Context: an optimization exercise on an open-source flow, tuned for small area, a short achievable clock period and few clock cycles. The choices shown serve that exercise and are no tape-out recipe. In this exercise RTL edits were held to simulation tests only and were not proved equivalent to the original.

[design/flow/run.sh]
#!/bin/bash
# synth_recipe.tcl (not shown) runs the flow's synth.tcl, then flattens the netlist and writes it again
# the make line also repeats each setting of config.mk as NAME=value (left out here)
make -C /OpenROAD-flow-scripts/flow DESIGN_CONFIG=/design/flow/config.mk WORK_HOME=/design/flow/orfs CLKGATE_MAP_FILE= SYNTH_SCRIPT=/design/flow/synth_recipe.tcl finish
[design/flow/config.mk]
export PLATFORM = sky130hd
export DESIGN_NAME = MulDiv
export DESIGN_NICKNAME = MulDiv
export VERILOG_FILES = /design/flow/design.v
export SDC_FILE = /design/flow/constraint.sdc
export NUM_CORES = 4
export LEC_CHECK = 0
export CAP_MARGIN = 20
export CORE_MARGIN = 2
export CORE_UTILIZATION = 40
export PLACE_DENSITY = 0.6
export SLEW_MARGIN = 20
[design/flow/constraint.sdc]
create_clock -name core_clock -period 12.0 [get_ports {clk}]
set_input_delay 2.4000 -clock core_clock [delete_from_list [all_inputs] [get_ports {clk}]]
set_output_delay 2.4000 -clock core_clock [all_outputs]
set_load 0.01 [all_outputs]
[design/flow/design.v]
module MulDiv(input clk, input reset,
    output io_req_ready,
    input  io_req_valid,
    input [3:0] io_req_bits_fn,
    input  io_req_bits_dw,
    input [63:0] io_req_bits_in1,
    input [63:0] io_req_bits_in2,
    input [4:0] io_req_bits_tag,
    input  io_kill,
    input  io_resp_ready,
    output io_resp_valid,
    output[63:0] io_resp_bits_data,
    output[4:0] io_resp_bits_tag
);
  reg [4:0] req_tag;
  wire[4:0] T0;
  wire T1;
  wire[63:0] T2;
  wire[63:0] T3;
  reg [129:0] remainder;
  wire[129:0] T4;
  wire[129:0] T5;
  wire[129:0] T6;
  wire[129:0] T7;
  wire[129:0] T8;
  wire[129:0] T9;
  wire[129:0] T10;
  wire[129:0] T188;
  wire[63:0] negated_remainder;
  wire[63:0] T126;
  wire T11;
  wire T12;
  reg  isMul;
  wire T13;
  wire cmdMul;
  wire T14;
  wire T15;
  wire[3:0] T16;
  wire T17;
  wire[3:0] T18;
  wire T19;
  wire T20;
  reg [2:0] state;
  wire[2:0] T189;
  wire[2:0] T21;
  wire[2:0] T22;
  wire[2:0] T23;
  wire[2:0] T24;
  wire[2:0] T25;
  wire[2:0] T26;
  wire[2:0] T27;
  wire[2:0] T28;
  reg  neg_out;
  wire T29;
  wire T30;
  wire T31;
  wire T32;
  wire T33;
  reg  isHi;
  wire T34;
  wire cmdHi;
  wire T35;
  wire T36;
  wire T37;
  wire[3:0] T38;
  wire T39;
  wire[3:0] T40;
  wire T41;
  wire T42;
  wire less;
  wire[64:0] subtractor;
  reg [64:0] divisor;
  wire[64:0] T43;
  wire[64:0] T44;
  wire T45;
  wire T46;
  wire T47;
  wire[64:0] T48;
  wire[63:0] rhs_in;
  wire[31:0] T49;
  wire[31:0] T50;
  wire[31:0] T51;
  wire[31:0] T190;
  wire[31:0] T52;
  wire T53;
  wire T54;
  wire rhs_sign;
  wire T55;
  wire T56;
  wire T57;
  wire T58;
  wire T59;
  wire rhsSigned;
  wire T60;
  wire T61;
  wire[3:0] T62;
  wire[64:0] T63;
  wire T64;
  reg [6:0] count;
  wire[6:0] T65;
  wire[6:0] T66;
  wire[6:0] T67;
  wire[6:0] T68;
  wire[6:0] T69;
  wire[6:0] T70;
  wire[6:0] T191;
  wire[5:0] T71;
  wire[5:0] T72;
  wire[5:0] T73;
  wire[5:0] T192;
  wire[5:0] T193;
  wire[5:0] T194;
  wire[5:0] T195;
  wire[5:0] T196;
  wire[5:0] T197;
  wire[5:0] T198;
  wire[5:0] T199;
  wire[5:0] T200;
  wire[5:0] T201;
  wire[5:0] T202;
  wire[5:0] T203;
  wire[5:0] T204;
  wire[5:0] T205;
  wire[5:0] T206;
  wire[5:0] T207;
  wire[5:0] T208;
  wire[5:0] T209;
  wire[5:0] T210;
  wire[5:0] T211;
  wire[5:0] T212;
  wire[5:0] T213;
  wire[5:0] T214;
  wire[5:0] T215;
  wire[5:0] T216;
  wire[5:0] T217;
  wire[5:0] T218;
  wire[5:0] T219;
  wire[5:0] T220;
  wire[5:0] T221;
  wire[5:0] T222;
  wire[5:0] T223;
  wire[4:0] T224;
  wire[4:0] T225;
  wire[4:0] T226;
  wire[4:0] T227;
  wire[4:0] T228;
  wire[4:0] T229;
  wire[4:0] T230;
  wire[4:0] T231;
  wire[4:0] T232;
  wire[4:0] T233;
  wire[4:0] T234;
  wire[4:0] T235;
  wire[4:0] T236;
  wire[4:0] T237;
  wire[4:0] T238;
  wire[4:0] T239;
  wire[3:0] T240;
  wire[3:0] T241;
  wire[3:0] T242;
  wire[3:0] T243;
  wire[3:0] T244;
  wire[3:0] T245;
  wire[3:0] T246;
  wire[3:0] T247;
  wire[2:0] T248;
  wire[2:0] T249;
  wire[2:0] T250;
  wire[2:0] T251;
  wire[1:0] T252;
  wire[1:0] T253;
  wire T254;
  wire[63:0] T75;
  wire[63:0] T76;
  wire T255;
  wire T256;
  wire T257;
  wire T258;
  wire T259;
  wire T260;
  wire T261;
  wire T262;
  wire T263;
  wire T264;
  wire T265;
  wire T266;
  wire T267;
  wire T268;
  wire T269;
  wire T270;
  wire T271;
  wire T272;
  wire T273;
  wire T274;
  wire T275;
  wire T276;
  wire T277;
  wire T278;
  wire T279;
  wire T280;
  wire T281;
  wire T282;
  wire T283;
  wire T284;
  wire T285;
  wire T286;
  wire T287;
  wire T288;
  wire T289;
  wire T290;
  wire T291;
  wire T292;
  wire T293;
  wire T294;
  wire T295;
  wire T296;
  wire T297;
  wire T298;
  wire T299;
  wire T300;
  wire T301;
  wire T302;
  wire T303;
  wire T304;
  wire T305;
  wire T306;
  wire T307;
  wire T308;
  wire T309;
  wire T310;
  wire T311;
  wire T312;
  wire T313;
  wire T314;
  wire T315;
  wire T316;
  wire[5:0] T77;
  wire[5:0] T317;
  wire[5:0] T318;
  wire[5:0] T319;
  wire[5:0] T320;
  wire[5:0] T321;
  wire[5:0] T322;
  wire[5:0] T323;
  wire[5:0] T324;
  wire[5:0] T325;
  wire[5:0] T326;
  wire[5:0] T327;
  wire[5:0] T328;
  wire[5:0] T329;
  wire[5:0] T330;
  wire[5:0] T331;
  wire[5:0] T332;
  wire[5:0] T333;
  wire[5:0] T334;
  wire[5:0] T335;
  wire[5:0] T336;
  wire[5:0] T337;
  wire[5:0] T338;
  wire[5:0] T339;
  wire[5:0] T340;
  wire[5:0] T341;
  wire[5:0] T342;
  wire[5:0] T343;
  wire[5:0] T344;
  wire[5:0] T345;
  wire[5:0] T346;
  wire[5:0] T347;
  wire[5:0] T348;
  wire[4:0] T349;
  wire[4:0] T350;
  wire[4:0] T351;
  wire[4:0] T352;
  wire[4:0] T353;
  wire[4:0] T354;
  wire[4:0] T355;
  wire[4:0] T356;
  wire[4:0] T357;
  wire[4:0] T358;
  wire[4:0] T359;
  wire[4:0] T360;
  wire[4:0] T361;
  wire[4:0] T362;
  wire[4:0] T363;
  wire[4:0] T364;
  wire[3:0] T365;
  wire[3:0] T366;
  wire[3:0] T367;
  wire[3:0] T368;
  wire[3:0] T369;
  wire[3:0] T370;
  wire[3:0] T371;
  wire[3:0] T372;
  wire[2:0] T373;
  wire[2:0] T374;
  wire[2:0] T375;
  wire[2:0] T376;
  wire[1:0] T377;
  wire[1:0] T378;
  wire T379;
  wire[63:0] T79;
  wire[63:0] T80;
  wire T380;
  wire T381;
  wire T382;
  wire T383;
  wire T384;
  wire T385;
  wire T386;
  wire T387;
  wire T388;
  wire T389;
  wire T390;
  wire T391;
  wire T392;
  wire T393;
  wire T394;
  wire T395;
  wire T396;
  wire T397;
  wire T398;
  wire T399;
  wire T400;
  wire T401;
  wire T402;
  wire T403;
  wire T404;
  wire T405;
  wire T406;
  wire T407;
  wire T408;
  wire T409;
  wire T410;
  wire T411;
  wire T412;
  wire T413;
  wire T414;
  wire T415;
  wire T416;
  wire T417;
  wire T418;
  wire T419;
  wire T420;
  wire T421;
  wire T422;
  wire T423;
  wire T424;
  wire T425;
  wire T426;
  wire T427;
  wire T428;
  wire T429;
  wire T430;
  wire T431;
  wire T432;
  wire T433;
  wire T434;
  wire T435;
  wire T436;
  wire T437;
  wire T438;
  wire T439;
  wire T440;
  wire T441;
  wire T81;
  wire T82;
  wire T83;
  wire T84;
  wire lhs_sign;
  wire T85;
  wire T86;
  wire T87;
  wire T88;
  wire T89;
  wire lhsSigned;
  wire T90;
  wire T91;
  wire[3:0] T92;
  wire T93;
  wire T94;
  wire[2:0] T95;
  wire T96;
  wire T97;
  wire T98;
  wire T99;
  wire T100;
  wire[63:0] T101;
  wire[63:0] T102;
  wire[63:0] T103;
  wire[64:0] T104;
  wire[5:0] T105;
  wire[10:0] T106;
  wire[63:0] T107;
  wire[128:0] T108;
  wire[63:0] T109;
  wire[64:0] T110;
  wire T111;
  wire T112;
  wire T113;
  wire T114;
  wire T115;
  wire[2:0] T116;
  wire[2:0] T117;
  wire T118;
  wire T119;
  wire T120;
  wire T121;
  wire[2:0] T122;
  wire T123;
  wire T124;
  wire T125;
  wire[129:0] T442;
  wire T127;
  wire[129:0] T443;
  wire[63:0] T128;
  wire T129;
  wire[129:0] T130;
  wire[64:0] T131;
  wire[63:0] T132;
  wire[128:0] T133;
  wire[63:0] T134;
  wire[128:0] T135;
  wire[128:0] T136;
  wire[128:0] T137;
  wire[55:0] T138;
  wire[72:0] T139;
  wire[72:0] T444;
  wire[64:0] T140;
  wire[64:0] T141;
  wire[7:0] T445;
  wire T446;
  wire[72:0] T142;
  wire[8:0] T143;
  wire[8:0] T144;
  wire[7:0] T145;
  wire[64:0] T146;
  wire[128:0] T147;
  wire[5:0] T148;
  wire[10:0] T149;
  wire[10:0] T150;
  wire[64:0] T151;
  wire[64:0] T152;
  wire T153;
  wire T154;
  wire[129:0] T447;
  wire[128:0] T155;
  wire[64:0] T156;
  wire T157;
  wire[63:0] T158;
  wire[63:0] T159;
  wire[63:0] T160;
  wire[63:0] T161;
  wire T162;
  wire T163;
  wire T164;
  wire[129:0] T448;
  wire[127:0] T165;
  wire[6:0] eout_shift;
  wire[63:0] T166;
  wire T167;
  wire T168;
  wire T169;
  wire T170;
  wire T171;
  wire T172;
  wire[129:0] T449;
  wire[63:0] lhs_in;
  wire[31:0] T173;
  wire[31:0] T174;
  wire[31:0] T175;
  wire[31:0] T450;
  wire[31:0] T176;
  wire T177;
  wire T178;
  wire[63:0] T179;
  wire[31:0] T180;
  wire[31:0] T181;
  wire[31:0] T451;
  wire T182;
  wire T183;
  wire T184;
  reg  req_dw;
  wire T185;
  wire T186;
  wire T187;
  assign eout_shift = T81 ? 7'h40 : ({1'h0, T72} + 7'h1);
  assign io_resp_bits_tag = req_tag;
  assign T0 = T1 ? io_req_bits_tag : req_tag;
  assign T1 = io_req_ready & io_req_valid;
  assign io_resp_bits_data = T2;
  assign T2 = T183 ? T179 : T3;
  assign T3 = remainder[6'h3f:1'h0];
  assign T4 = T1 ? T449 : T5;
  assign T5 = T167 ? T448 : T6;
  assign T6 = T162 ? T447 : T7;
  assign T7 = T153 ? T130 : T8;
  assign T8 = T129 ? T443 : T9;
  assign T9 = T127 ? T442 : T10;
  assign T10 = T11 ? T188 : remainder;
  assign T188 = {66'h0, negated_remainder};
  assign negated_remainder = 64'h0 - T126;
  assign T126 = remainder[6'h3f:1'h0];
  assign T11 = T20 & T12;
  assign T12 = T19 | isMul;
  assign T13 = T1 ? cmdMul : isMul;
  assign cmdMul = T14;
  assign T14 = T17 | T15;
  assign T15 = T16 == 4'h8;
  assign T16 = io_req_bits_fn & 4'h8;
  assign T17 = T18 == 4'h0;
  assign T18 = io_req_bits_fn & 4'h4;
  assign T19 = remainder[6'h3f:6'h3f];
  assign T20 = state == 3'h1;
  assign T189 = reset ? 3'h0 : T21;
  assign T21 = T1 ? T122 : T22;
  assign T22 = T120 ? 3'h0 : T23;
  assign T23 = T118 ? T116 : T24;
  assign T24 = T96 ? T95 : T25;
  assign T25 = T129 ? T28 : T26;
  assign T26 = T127 ? 3'h5 : T27;
  assign T27 = T20 ? 3'h2 : state;
  assign T28 = neg_out ? 3'h4 : 3'h5;
  assign T29 = T1 ? T82 : T30;
  assign T30 = T31 ? 1'h0 : neg_out;
  assign T31 = T162 & T32;
  assign T32 = T41 & T33;
  assign T33 = isHi ^ 1'h1;
  assign T34 = T1 ? cmdHi : isHi;
  assign cmdHi = T35;
  assign T35 = T36 | T15;
  assign T36 = T39 | T37;
  assign T37 = T38 == 4'h2;
  assign T38 = io_req_bits_fn & 4'h2;
  assign T39 = T40 == 4'h1;
  assign T40 = io_req_bits_fn & 4'h5;
  assign T41 = T64 & T42;
  assign T42 = less ^ 1'h1;
  assign less = subtractor[7'h40:7'h40];
  assign subtractor = T63 - divisor;
  assign T43 = T1 ? T48 : T44;
  assign T44 = T45 ? subtractor : divisor;
  assign T45 = T20 & T46;
  assign T46 = T47 | isMul;
  assign T47 = divisor[6'h3f:6'h3f];
  assign T48 = {rhs_sign, rhs_in};
  assign rhs_in = {T50, T49};
  assign T49 = io_req_bits_in2[5'h1f:1'h0];
  assign T50 = T53 ? T52 : T51;
  assign T51 = 32'h0 - T190;
  assign T190 = {31'h0, rhs_sign};
  assign T52 = io_req_bits_in2[6'h3f:6'h20];
  assign T53 = 1'h1 == T54;
  assign T54 = io_req_bits_dw & 1'h1;
  assign rhs_sign = rhsSigned & T55;
  assign T55 = T58 ? T57 : T56;
  assign T56 = io_req_bits_in2[5'h1f:5'h1f];
  assign T57 = io_req_bits_in2[6'h3f:6'h3f];
  assign T58 = 1'h1 == T59;
  assign T59 = io_req_bits_dw & 1'h1;
  assign rhsSigned = T60;
  assign T60 = T61 | T17;
  assign T61 = T62 == 4'h0;
  assign T62 = io_req_bits_fn & 4'h9;
  assign T63 = remainder[8'h80:7'h40];
  assign T64 = count == 7'h0;
  assign T65 = T1 ? 7'h0 : T66;
  assign T66 = T167 ? T191 : T67;
  assign T67 = T162 ? T70 : T68;
  assign T68 = T153 ? T69 : count;
  assign T69 = count + 7'h1;
  assign T70 = count + 7'h1;
  assign T191 = eout_shift;
  assign T71 = T81 ? 6'h3f : T72;
  assign T72 = T73[3'h5:1'h0];
  assign T73 = T77 - T192;
  assign T192 = T316 ? 6'h3f : T193;
  assign T193 = T315 ? 6'h3e : T194;
  assign T194 = T314 ? 6'h3d : T195;
  assign T195 = T313 ? 6'h3c : T196;
  assign T196 = T312 ? 6'h3b : T197;
  assign T197 = T311 ? 6'h3a : T198;
  assign T198 = T310 ? 6'h39 : T199;
  assign T199 = T309 ? 6'h38 : T200;
  assign T200 = T308 ? 6'h37 : T201;
  assign T201 = T307 ? 6'h36 : T202;
  assign T202 = T306 ? 6'h35 : T203;
  assign T203 = T305 ? 6'h34 : T204;
  assign T204 = T304 ? 6'h33 : T205;
  assign T205 = T303 ? 6'h32 : T206;
  assign T206 = T302 ? 6'h31 : T207;
  assign T207 = T301 ? 6'h30 : T208;
  assign T208 = T300 ? 6'h2f : T209;
  assign T209 = T299 ? 6'h2e : T210;
  assign T210 = T298 ? 6'h2d : T211;
  assign T211 = T297 ? 6'h2c : T212;
  assign T212 = T296 ? 6'h2b : T213;
  assign T213 = T295 ? 6'h2a : T214;
  assign T214 = T294 ? 6'h29 : T215;
  assign T215 = T293 ? 6'h28 : T216;
  assign T216 = T292 ? 6'h27 : T217;
  assign T217 = T291 ? 6'h26 : T218;
  assign T218 = T290 ? 6'h25 : T219;
  assign T219 = T289 ? 6'h24 : T220;
  assign T220 = T288 ? 6'h23 : T221;
  assign T221 = T287 ? 6'h22 : T222;
  assign T222 = T286 ? 6'h21 : T223;
  assign T223 = T285 ? 6'h20 : T224;
  assign T224 = T284 ? 5'h1f : T225;
  assign T225 = T283 ? 5'h1e : T226;
  assign T226 = T282 ? 5'h1d : T227;
  assign T227 = T281 ? 5'h1c : T228;
  assign T228 = T280 ? 5'h1b : T229;
  assign T229 = T279 ? 5'h1a : T230;
  assign T230 = T278 ? 5'h19 : T231;
  assign T231 = T277 ? 5'h18 : T232;
  assign T232 = T276 ? 5'h17 : T233;
  assign T233 = T275 ? 5'h16 : T234;
  assign T234 = T274 ? 5'h15 : T235;
  assign T235 = T273 ? 5'h14 : T236;
  assign T236 = T272 ? 5'h13 : T237;
  assign T237 = T271 ? 5'h12 : T238;
  assign T238 = T270 ? 5'h11 : T239;
  assign T239 = T269 ? 5'h10 : T240;
  assign T240 = T268 ? 4'hf : T241;
  assign T241 = T267 ? 4'he : T242;
  assign T242 = T266 ? 4'hd : T243;
  assign T243 = T265 ? 4'hc : T244;
  assign T244 = T264 ? 4'hb : T245;
  assign T245 = T263 ? 4'ha : T246;
  assign T246 = T262 ? 4'h9 : T247;
  assign T247 = T261 ? 4'h8 : T248;
  assign T248 = T260 ? 3'h7 : T249;
  assign T249 = T259 ? 3'h6 : T250;
  assign T250 = T258 ? 3'h5 : T251;
  assign T251 = T257 ? 3'h4 : T252;
  assign T252 = T256 ? 2'h3 : T253;
  assign T253 = T255 ? 2'h2 : T254;
  assign T254 = T75[1'h1:1'h1];
  assign T75 = T76[6'h3f:1'h0];
  assign T76 = remainder[6'h3f:1'h0];
  assign T255 = T75[2'h2:2'h2];
  assign T256 = T75[2'h3:2'h3];
  assign T257 = T75[3'h4:3'h4];
  assign T258 = T75[3'h5:3'h5];
  assign T259 = T75[3'h6:3'h6];
  assign T260 = T75[3'h7:3'h7];
  assign T261 = T75[4'h8:4'h8];
  assign T262 = T75[4'h9:4'h9];
  assign T263 = T75[4'ha:4'ha];
  assign T264 = T75[4'hb:4'hb];
  assign T265 = T75[4'hc:4'hc];
  assign T266 = T75[4'hd:4'hd];
  assign T267 = T75[4'he:4'he];
  assign T268 = T75[4'hf:4'hf];
  assign T269 = T75[5'h10:5'h10];
  assign T270 = T75[5'h11:5'h11];
  assign T271 = T75[5'h12:5'h12];
  assign T272 = T75[5'h13:5'h13];
  assign T273 = T75[5'h14:5'h14];
  assign T274 = T75[5'h15:5'h15];
  assign T275 = T75[5'h16:5'h16];
  assign T276 = T75[5'h17:5'h17];
  assign T277 = T75[5'h18:5'h18];
  assign T278 = T75[5'h19:5'h19];
  assign T279 = T75[5'h1a:5'h1a];
  assign T280 = T75[5'h1b:5'h1b];
  assign T281 = T75[5'h1c:5'h1c];
  assign T282 = T75[5'h1d:5'h1d];
  assign T283 = T75[5'h1e:5'h1e];
  assign T284 = T75[5'h1f:5'h1f];
  assign T285 = T75[6'h20:6'h20];
  assign T286 = T75[6'h21:6'h21];
  assign T287 = T75[6'h22:6'h22];
  assign T288 = T75[6'h23:6'h23];
  assign T289 = T75[6'h24:6'h24];
  assign T290 = T75[6'h25:6'h25];
  assign T291 = T75[6'h26:6'h26];
  assign T292 = T75[6'h27:6'h27];
  assign T293 = T75[6'h28:6'h28];
  assign T294 = T75[6'h29:6'h29];
  assign T295 = T75[6'h2a:6'h2a];
  assign T296 = T75[6'h2b:6'h2b];
  assign T297 = T75[6'h2c:6'h2c];
  assign T298 = T75[6'h2d:6'h2d];
  assign T299 = T75[6'h2e:6'h2e];
  assign T300 = T75[6'h2f:6'h2f];
  assign T301 = T75[6'h30:6'h30];
  assign T302 = T75[6'h31:6'h31];
  assign T303 = T75[6'h32:6'h32];
  assign T304 = T75[6'h33:6'h33];
  assign T305 = T75[6'h34:6'h34];
  assign T306 = T75[6'h35:6'h35];
  assign T307 = T75[6'h36:6'h36];
  assign T308 = T75[6'h37:6'h37];
  assign T309 = T75[6'h38:6'h38];
  assign T310 = T75[6'h39:6'h39];
  assign T311 = T75[6'h3a:6'h3a];
  assign T312 = T75[6'h3b:6'h3b];
  assign T313 = T75[6'h3c:6'h3c];
  assign T314 = T75[6'h3d:6'h3d];
  assign T315 = T75[6'h3e:6'h3e];
  assign T316 = T75[6'h3f:6'h3f];
  assign T77 = 6'h3f + T317;
  assign T317 = T441 ? 6'h3f : T318;
  assign T318 = T440 ? 6'h3e : T319;
  assign T319 = T439 ? 6'h3d : T320;
  assign T320 = T438 ? 6'h3c : T321;
  assign T321 = T437 ? 6'h3b : T322;
  assign T322 = T436 ? 6'h3a : T323;
  assign T323 = T435 ? 6'h39 : T324;
  assign T324 = T434 ? 6'h38 : T325;
  assign T325 = T433 ? 6'h37 : T326;
  assign T326 = T432 ? 6'h36 : T327;
  assign T327 = T431 ? 6'h35 : T328;
  assign T328 = T430 ? 6'h34 : T329;
  assign T329 = T429 ? 6'h33 : T330;
  assign T330 = T428 ? 6'h32 : T331;
  assign T331 = T427 ? 6'h31 : T332;
  assign T332 = T426 ? 6'h30 : T333;
  assign T333 = T425 ? 6'h2f : T334;
  assign T334 = T424 ? 6'h2e : T335;
  assign T335 = T423 ? 6'h2d : T336;
  assign T336 = T422 ? 6'h2c : T337;
  assign T337 = T421 ? 6'h2b : T338;
  assign T338 = T420 ? 6'h2a : T339;
  assign T339 = T419 ? 6'h29 : T340;
  assign T340 = T418 ? 6'h28 : T341;
  assign T341 = T417 ? 6'h27 : T342;
  assign T342 = T416 ? 6'h26 : T343;
  assign T343 = T415 ? 6'h25 : T344;
  assign T344 = T414 ? 6'h24 : T345;
  assign T345 = T413 ? 6'h23 : T346;
  assign T346 = T412 ? 6'h22 : T347;
  assign T347 = T411 ? 6'h21 : T348;
  assign T348 = T410 ? 6'h20 : T349;
  assign T349 = T409 ? 5'h1f : T350;
  assign T350 = T408 ? 5'h1e : T351;
  assign T351 = T407 ? 5'h1d : T352;
  assign T352 = T406 ? 5'h1c : T353;
  assign T353 = T405 ? 5'h1b : T354;
  assign T354 = T404 ? 5'h1a : T355;
  assign T355 = T403 ? 5'h19 : T356;
  assign T356 = T402 ? 5'h18 : T357;
  assign T357 = T401 ? 5'h17 : T358;
  assign T358 = T400 ? 5'h16 : T359;
  assign T359 = T399 ? 5'h15 : T360;
  assign T360 = T398 ? 5'h14 : T361;
  assign T361 = T397 ? 5'h13 : T362;
  assign T362 = T396 ? 5'h12 : T363;
  assign T363 = T395 ? 5'h11 : T364;
  assign T364 = T394 ? 5'h10 : T365;
  assign T365 = T393 ? 4'hf : T366;
  assign T366 = T392 ? 4'he : T367;
  assign T367 = T391 ? 4'hd : T368;
  assign T368 = T390 ? 4'hc : T369;
  assign T369 = T389 ? 4'hb : T370;
  assign T370 = T388 ? 4'ha : T371;
  assign T371 = T387 ? 4'h9 : T372;
  assign T372 = T386 ? 4'h8 : T373;
  assign T373 = T385 ? 3'h7 : T374;
  assign T374 = T384 ? 3'h6 : T375;
  assign T375 = T383 ? 3'h5 : T376;
  assign T376 = T382 ? 3'h4 : T377;
  assign T377 = T381 ? 2'h3 : T378;
  assign T378 = T380 ? 2'h2 : T379;
  assign T379 = T79[1'h1:1'h1];
  assign T79 = T80[6'h3f:1'h0];
  assign T80 = divisor[6'h3f:1'h0];
  assign T380 = T79[2'h2:2'h2];
  assign T381 = T79[2'h3:2'h3];
  assign T382 = T79[3'h4:3'h4];
  assign T383 = T79[3'h5:3'h5];
  assign T384 = T79[3'h6:3'h6];
  assign T385 = T79[3'h7:3'h7];
  assign T386 = T79[4'h8:4'h8];
  assign T387 = T79[4'h9:4'h9];
  assign T388 = T79[4'ha:4'ha];
  assign T389 = T79[4'hb:4'hb];
  assign T390 = T79[4'hc:4'hc];
  assign T391 = T79[4'hd:4'hd];
  assign T392 = T79[4'he:4'he];
  assign T393 = T79[4'hf:4'hf];
  assign T394 = T79[5'h10:5'h10];
  assign T395 = T79[5'h11:5'h11];
  assign T396 = T79[5'h12:5'h12];
  assign T397 = T79[5'h13:5'h13];
  assign T398 = T79[5'h14:5'h14];
  assign T399 = T79[5'h15:5'h15];
  assign T400 = T79[5'h16:5'h16];
  assign T401 = T79[5'h17:5'h17];
  assign T402 = T79[5'h18:5'h18];
  assign T403 = T79[5'h19:5'h19];
  assign T404 = T79[5'h1a:5'h1a];
  assign T405 = T79[5'h1b:5'h1b];
  assign T406 = T79[5'h1c:5'h1c];
  assign T407 = T79[5'h1d:5'h1d];
  assign T408 = T79[5'h1e:5'h1e];
  assign T409 = T79[5'h1f:5'h1f];
  assign T410 = T79[6'h20:6'h20];
  assign T411 = T79[6'h21:6'h21];
  assign T412 = T79[6'h22:6'h22];
  assign T413 = T79[6'h23:6'h23];
  assign T414 = T79[6'h24:6'h24];
  assign T415 = T79[6'h25:6'h25];
  assign T416 = T79[6'h26:6'h26];
  assign T417 = T79[6'h27:6'h27];
  assign T418 = T79[6'h28:6'h28];
  assign T419 = T79[6'h29:6'h29];
  assign T420 = T79[6'h2a:6'h2a];
  assign T421 = T79[6'h2b:6'h2b];
  assign T422 = T79[6'h2c:6'h2c];
  assign T423 = T79[6'h2d:6'h2d];
  assign T424 = T79[6'h2e:6'h2e];
  assign T425 = T79[6'h2f:6'h2f];
  assign T426 = T79[6'h30:6'h30];
  assign T427 = T79[6'h31:6'h31];
  assign T428 = T79[6'h32:6'h32];
  assign T429 = T79[6'h33:6'h33];
  assign T430 = T79[6'h34:6'h34];
  assign T431 = T79[6'h35:6'h35];
  assign T432 = T79[6'h36:6'h36];
  assign T433 = T79[6'h37:6'h37];
  assign T434 = T79[6'h38:6'h38];
  assign T435 = T79[6'h39:6'h39];
  assign T436 = T79[6'h3a:6'h3a];
  assign T437 = T79[6'h3b:6'h3b];
  assign T438 = T79[6'h3c:6'h3c];
  assign T439 = T79[6'h3d:6'h3d];
  assign T440 = T79[6'h3e:6'h3e];
  assign T441 = T79[6'h3f:6'h3f];
  assign T81 = T192 < T317;
  assign T82 = T94 & T83;
  assign T83 = cmdHi ? lhs_sign : T84;
  assign T84 = lhs_sign != rhs_sign;
  assign lhs_sign = lhsSigned & T85;
  assign T85 = T88 ? T87 : T86;
  assign T86 = io_req_bits_in1[5'h1f:5'h1f];
  assign T87 = io_req_bits_in1[6'h3f:6'h3f];
  assign T88 = 1'h1 == T89;
  assign T89 = io_req_bits_dw & 1'h1;
  assign lhsSigned = T90;
  assign T90 = T93 | T91;
  assign T91 = T92 == 4'h0;
  assign T92 = io_req_bits_fn & 4'h3;
  assign T93 = T61 | T17;
  assign T94 = cmdMul ^ 1'h1;
  assign T95 = isHi ? 3'h3 : 3'h5;
  assign T96 = T153 & T97;
  assign T97 = T99 | T98;
  assign T98 = count == 7'h7;
  assign T99 = T111 & T100;
  assign T100 = T101 == 64'h0;
  assign T101 = T107 & T102;
  assign T102 = ~ T103;
  assign T103 = T104[6'h3f:1'h0];
  assign T104 = $signed(65'h10000000000000000) >>> T105;
  assign T105 = T106[3'h5:1'h0];
  assign T106 = count * 4'h8;
  assign T107 = T108[6'h3f:1'h0];
  assign T108 = {T110, T109};
  assign T109 = remainder[6'h3f:1'h0];
  assign T110 = remainder[8'h81:7'h41];
  assign T111 = T113 & T112;
  assign T112 = isHi ^ 1'h1;
  assign T113 = T115 & T114;
  assign T114 = 1'h1;
  assign T115 = count != 7'h7;
  assign T116 = isHi ? 3'h3 : T117;
  assign T117 = neg_out ? 3'h4 : 3'h5;
  assign T118 = T162 & T119;
  assign T119 = count == 7'h40;
  assign T120 = T121 | io_kill;
  assign T121 = io_resp_ready & io_resp_valid;
  assign T122 = T123 ? 3'h1 : 3'h2;
  assign T123 = lhs_sign | T124;
  assign T124 = rhs_sign & T125;
  assign T125 = cmdMul ^ 1'h1;
  assign T442 = {66'h0, negated_remainder};
  assign T127 = state == 3'h4;
  assign T443 = {66'h0, T128};
  assign T128 = remainder[8'h80:7'h41];
  assign T129 = state == 3'h3;
  assign T130 = {T152, T131};
  assign T131 = {1'h0, T132};
  assign T132 = T133[6'h3f:1'h0];
  assign T133 = {T151, T134};
  assign T134 = T135[6'h3f:1'h0];
  assign T135 = T99 ? T147 : T136;
  assign T136 = T137;
  assign T137 = {T139, T138};
  assign T138 = T107[6'h3f:4'h8];
  assign T139 = T142 + T444;
  assign T444 = {T445, T140};
  assign T140 = T141;
  assign T141 = T108[8'h80:7'h40];
  assign T445 = T446 ? 8'hff : 8'h0;
  assign T446 = T140[7'h40:7'h40];
  assign T142 = $signed(T146) * $signed(T143);
  assign T143 = T144;
  assign T144 = {1'h0, T145};
  assign T145 = T107[3'h7:1'h0];
  assign T146 = divisor;
  assign T147 = T108 >> T148;
  assign T148 = T149[3'h5:1'h0];
  assign T149 = 11'h40 - T150;
  assign T150 = count * 4'h8;
  assign T151 = T136[8'h80:7'h40];
  assign T152 = T133 >> 7'h40;
  assign T153 = T154 & isMul;
  assign T154 = state == 3'h2;
  assign T447 = {1'h0, T155};
  assign T155 = {T159, T156};
  assign T156 = {T158, T157};
  assign T157 = less ^ 1'h1;
  assign T158 = remainder[6'h3f:1'h0];
  assign T159 = less ? T161 : T160;
  assign T160 = subtractor[6'h3f:1'h0];
  assign T161 = remainder[7'h7f:7'h40];
  assign T162 = T164 & T163;
  assign T163 = isMul ^ 1'h1;
  assign T164 = state == 3'h2;
  assign T448 = {2'h0, T165};
  assign T165 = {64'h0, T166} << eout_shift;
  assign T166 = remainder[6'h3f:1'h0];
  assign T167 = T162 & T168;
  assign T168 = T171 & T169;
  assign T169 = 1'h1;
  assign T170 = 6'h0 < T73;
  assign T171 = T172 & less;
  assign T172 = count == 7'h0;
  assign T449 = {66'h0, lhs_in};
  assign lhs_in = {T174, T173};
  assign T173 = io_req_bits_in1[5'h1f:1'h0];
  assign T174 = T177 ? T176 : T175;
  assign T175 = 32'h0 - T450;
  assign T450 = {31'h0, lhs_sign};
  assign T176 = io_req_bits_in1[6'h3f:6'h20];
  assign T177 = 1'h1 == T178;
  assign T178 = io_req_bits_dw & 1'h1;
  assign T179 = {T181, T180};
  assign T180 = remainder[5'h1f:1'h0];
  assign T181 = 32'h0 - T451;
  assign T451 = {31'h0, T182};
  assign T182 = remainder[5'h1f:5'h1f];
  assign T183 = 1'h0 == T184;
  assign T184 = req_dw & 1'h1;
  assign T185 = T1 ? io_req_bits_dw : req_dw;
  assign io_resp_valid = T186;
  assign T186 = state == 3'h5;
  assign io_req_ready = T187;
  assign T187 = state == 3'h0;
  always @(posedge clk) begin
    if(T1) begin
      req_tag <= io_req_bits_tag;
    end
    if(T1) begin
      remainder <= T449;
    end else if(T167) begin
      remainder <= T448;
    end else if(T162) begin
      remainder <= T447;
    end else if(T153) begin
      remainder <= T130;
    end else if(T129) begin
      remainder <= T443;
    end else if(T127) begin
      remainder <= T442;
    end else if(T11) begin
      remainder <= T188;
    end
    if(T1) begin
      isMul <= cmdMul;
    end
    if(reset) begin
      state <= 3'h0;
    end else if(T1) begin
      state <= T122;
    end else if(T120) begin
      state <= 3'h0;
    end else if(T118) begin
      state <= T116;
    end else if(T96) begin
      state <= T95;
    end else if(T129) begin
      state <= T28;
    end else if(T127) begin
      state <= 3'h5;
    end else if(T20) begin
      state <= 3'h2;
    end
    if(T1) begin
      neg_out <= T82;
    end else if(T31) begin
      neg_out <= 1'h0;
    end
    if(T1) begin
      isHi <= cmdHi;
    end
    if(T1) begin
      divisor <= T48;
    end else if(T45) begin
      divisor <= subtractor;
    end
    if(T1) begin
      count <= 7'h0;
    end else if(T167) begin
      count <= T191;
    end else if(T162) begin
      count <= T70;
    end else if(T153) begin
      count <= T69;
    end
    if(T1) begin
      req_dw <= io_req_bits_dw;
    end
  end
endmodule
==> impl_metrics.env <==
export IMPL_port_buffers=213
export IMPL_stdcell_count=8009
export IMPL_die_x_um=353.7
export IMPL_cts_hold_buf=0
export IMPL_report_final_slew_viol_count=0
export IMPL_drtIter0Drc=8139
export IMPL_drc=0
export IMPL_antenna_left=0
export IMPL_cap_violations=0
export IMPL_fin_nets=7187
export IMPL_start_util=0.4023
export IMPL_hpwlAfterDp_um=212900
export IMPL_start_kind="register"
export IMPL_rows=128
export IMPL_fp_dieH_um=353.7
export IMPL_grt_pass1_wl_um=391800
export IMPL_hp_class="reg2reg"
export IMPL_tns_ps=0
export IMPL_drive_gt1_frac=0.07283
export IMPL_syn_inst=6412
export IMPL_critical_path_arrival_ps=10520
export IMPL_track_usage=0.4364
export IMPL_cts_buffers=35
export IMPL_ys_flop_type="edfxtp_1"
export IMPL_yosys_warnings=1
export IMPL_syn_area_um2=48900
export IMPL_run_status="no timing/DRC/antenna violations"
export IMPL_crit_path_end_kind="register"
export IMPL_synth_seq_cells=214
export IMPL_grt_ovfl_total=0
export IMPL_cts_tree="yes"
export IMPL_hold_violations=0
export IMPL_dp_cells=7932
export IMPL_die_area_um2=125100
export IMPL_firstDrtPassIters=10
export IMPL_vias_per_cell=6.728
export IMPL_syn_num_nets=7254
export IMPL_cts_setup_buffers=0
export IMPL_cts_root_buffer="clkbuf_16"
export IMPL_async_flop_share=0
export IMPL_grt_pass1_vias=51024
export IMPL_wl_per_cell_um=35.03
export IMPL_antenna_found_initial=30
export IMPL_syn_avg_cell_area_um2=7.627
export IMPL_fmax_mhz=99.84
export IMPL_core_um2=121600
export IMPL_critPathSlowestCell="nor4_2"
export IMPL_setup_violations=0
export IMPL_cts_resized=0
export IMPL_path_clk_slew_ps=70
export IMPL_relSlewSlack=0.1401
export IMPL_cts_sinks=214
export IMPL_tightest_slew_ps=1282
export IMPL_period_share=0.8347
export IMPL_grt_max_degree=84
export IMPL_clk_latency_ps=650
export IMPL_vias=53884
export IMPL_synthDistinctLibCells=105
export IMPL_crit_type="reg2reg"
export IMPL_path_cells="nor2_1 -> o311ai_0 -> a311oi_1 -> o311ai_0 -> a311oi_1 -> o311ai_0 -> a311oi_1 -> o311ai_0 -> a21oi_1 -> nor4_2 -> or4_1 -> fa_1 -> ha_1 -> clkinv_1 -> a221oi_2 -> o22ai_1 -> o21ai_0 -> mux2i_1 -> a211oi_2 -> nor2_1 -> a211oi_1 -> o21ai_0 -> o311ai_1"
export IMPL_seq_area_frac_synth=0.1159
export IMPL_ioPinCount=214
export IMPL_crit_path_max_fanout=15
export IMPL_place_gp_congestion=1.107
export IMPL_synth_edf_count=138
export IMPL_crit_required_ps=12510
export IMPL_slowest_delay_ps=1040
export IMPL_htree_levels=2
export IMPL_crit_top_cell="o311ai_0"
export IMPL_area_growth_pct=10.10
export IMPL_finalWirelength_um=280600
export IMPL_fin_skew_ps=73.75
export IMPL_min_period_ps=10020
export IMPL_rsz0062_at_grt="false"
export IMPL_cts_buffer_depth=3
-- cell type report --
| class | instances | area (um^2) |
|---|---|---|
| Antenna cell | 13 | 32.53 |
| Clock buffer | 45 | 954.7 |
| Clock inverter | 18 | 170.2 |
| Fill cell | 12372 | 67720 |
| Inverter | 604 | 2273 |
| Multi-Input combinational cell | 5068 | 38980 |
| Sequential cell | 214 | 5668 |
| Tap cell | 1625 | 2033 |
| Timing Repair Buffer | 422 | 3725 |
-- stage by stage --
step	area [um^2]	setup slack, ps	hold WS [ps]	util
floorplan	48900	1762	474.1	-
global placement	52630	2066	496.4	0.4330
detailed placement	52650	2088	505.7	0.4331
CTS	53770	1996	514.7	0.4424
global route	53810	1886	560.0	0.4427
finish	53840	1984	507.6	0.4429
-- cell usage after synthesis (95+ instances only) --
cell type / number / share of area
fa_1: 464 / 0.19
a21oi_1: 494 / 0.051
and2_1: 170 / 0.022
o211ai_1: 102 / 0.016
xnor2_1: 109 / 0.020
nand2_1: 824 / 0.063
a211oi_1: 104 / 0.016
inv_1: 597 / 0.046
ha_1: 235 / 0.060
edfxtp_1: 138 / 0.085
o21ai_0: 376 / 0.038
a21o_1: 95 / 0.015
mux2i_1: 225 / 0.046
clkbuf_1: 354 / 0.027
nor2_1: 603 / 0.046
nand3_1: 102 / 0.010
-- logic make-up after synthesis --
| family | after synthesis | synth area share |
|---|---|---|
| fa+ha+maj | 699 | 0.2501 |
| buf+inv | 1130 | 0.09200 |
| compound gates | 1827 | 0.2458 |
| flops | 214 | 0.1158 |
| xor+xnor | 181 | 0.03301 |
| mux | 306 | 0.07484 |
| simple gates | 2055 | 0.1884 |
-- critical path: cells and delay by family (launching register included) --
kind	cells	cell delay [ps]
adder cells (fa/ha/maj)	2	1220
buffers and inverters	1	520
AO/OA/AOI/OAI	15	5830
multiplexers	1	190
AND/OR/NAND/NOR	4	1610
flip-flops	1	490
-- placed cells by master, fill, tap and decap left out, types with 138 or more instances in the layout --
| master | netlist | layout |
|---|---|---|
| edfxtp_1 | 138 | 138 |
| mux2i_1 | 225 | 225 |
| and2_1 | 170 | 170 |
| nor2_1 | 603 | 589 |
| inv_1 | 597 | 595 |
| ha_1 | 235 | 233 |
| o21ai_0 | 376 | 374 |
| clkdlybuf4s50_1 | 0 | 212 |
| fa_1 | 464 | 464 |
| buf_4 | 41 | 206 |
| nand2_1 | 824 | 822 |
| a21oi_1 | 494 | 494 |
-- state kept, by name, summed over array words and instances, names as in the netlist --
signal and cells:
remainder 130, divisor 65, count 7, req_tag 5, state 3, isHi 1, isMul 1, neg_out 1
req_dw 1
-- final timing paths --
kind / start / end / slack, ps / cells after the start
min reg2reg: count[4] / count[4] / 510 / 2
max reg2reg: divisor[2] / remainder[124] / 1980 / 23
min: count[4] / count[4] / 510 / 2
max: divisor[2] / remainder[124] / 1980 / 23
-- layer usage --
metal / part of all wire / track usage / wire length (um)
met4: 0.096 / 0.3335 / 27010
met3: 0.13 / 0.1470 / 36850
met2: 0.40 / 0.6106 / 111500
met1: 0.37 / 0.5514 / 105100
met5: 0.00052 / 0 / 146
Testbench counts, summed over its fixed seeds: cycles 28,774.

-- what the ideal ports hide --
In the flow no input, the clock included, has a driving cell. The finished layout below was timed again as built, in two steps. Step 1 sets driving cells, clkbuf_16 on the clock port and buf_2 on the other inputs (assumed; they add their load-dependent delay and slew). Step 2 also shifts input and output timing later by t, the mid clock arrival at the registers, as if the neighbouring blocks saw the same clock. Slacks: ideal / step 1 / step 2; pairs: ideal / step 1.
t, ns: 0.698
setup WS [ns]: 1.984 / 1.984 / 1.984
latest minus earliest clock arrival (ns): 0.074 / 0.074
worst slew at a driven data input, ns: 0.06
cell pins on the clock port's net: 1
After both steps setup and hold are still met in this run. For this run, drivers alone change the setup slack by 0.000 ns; drivers and shift together by 0.000 ns.
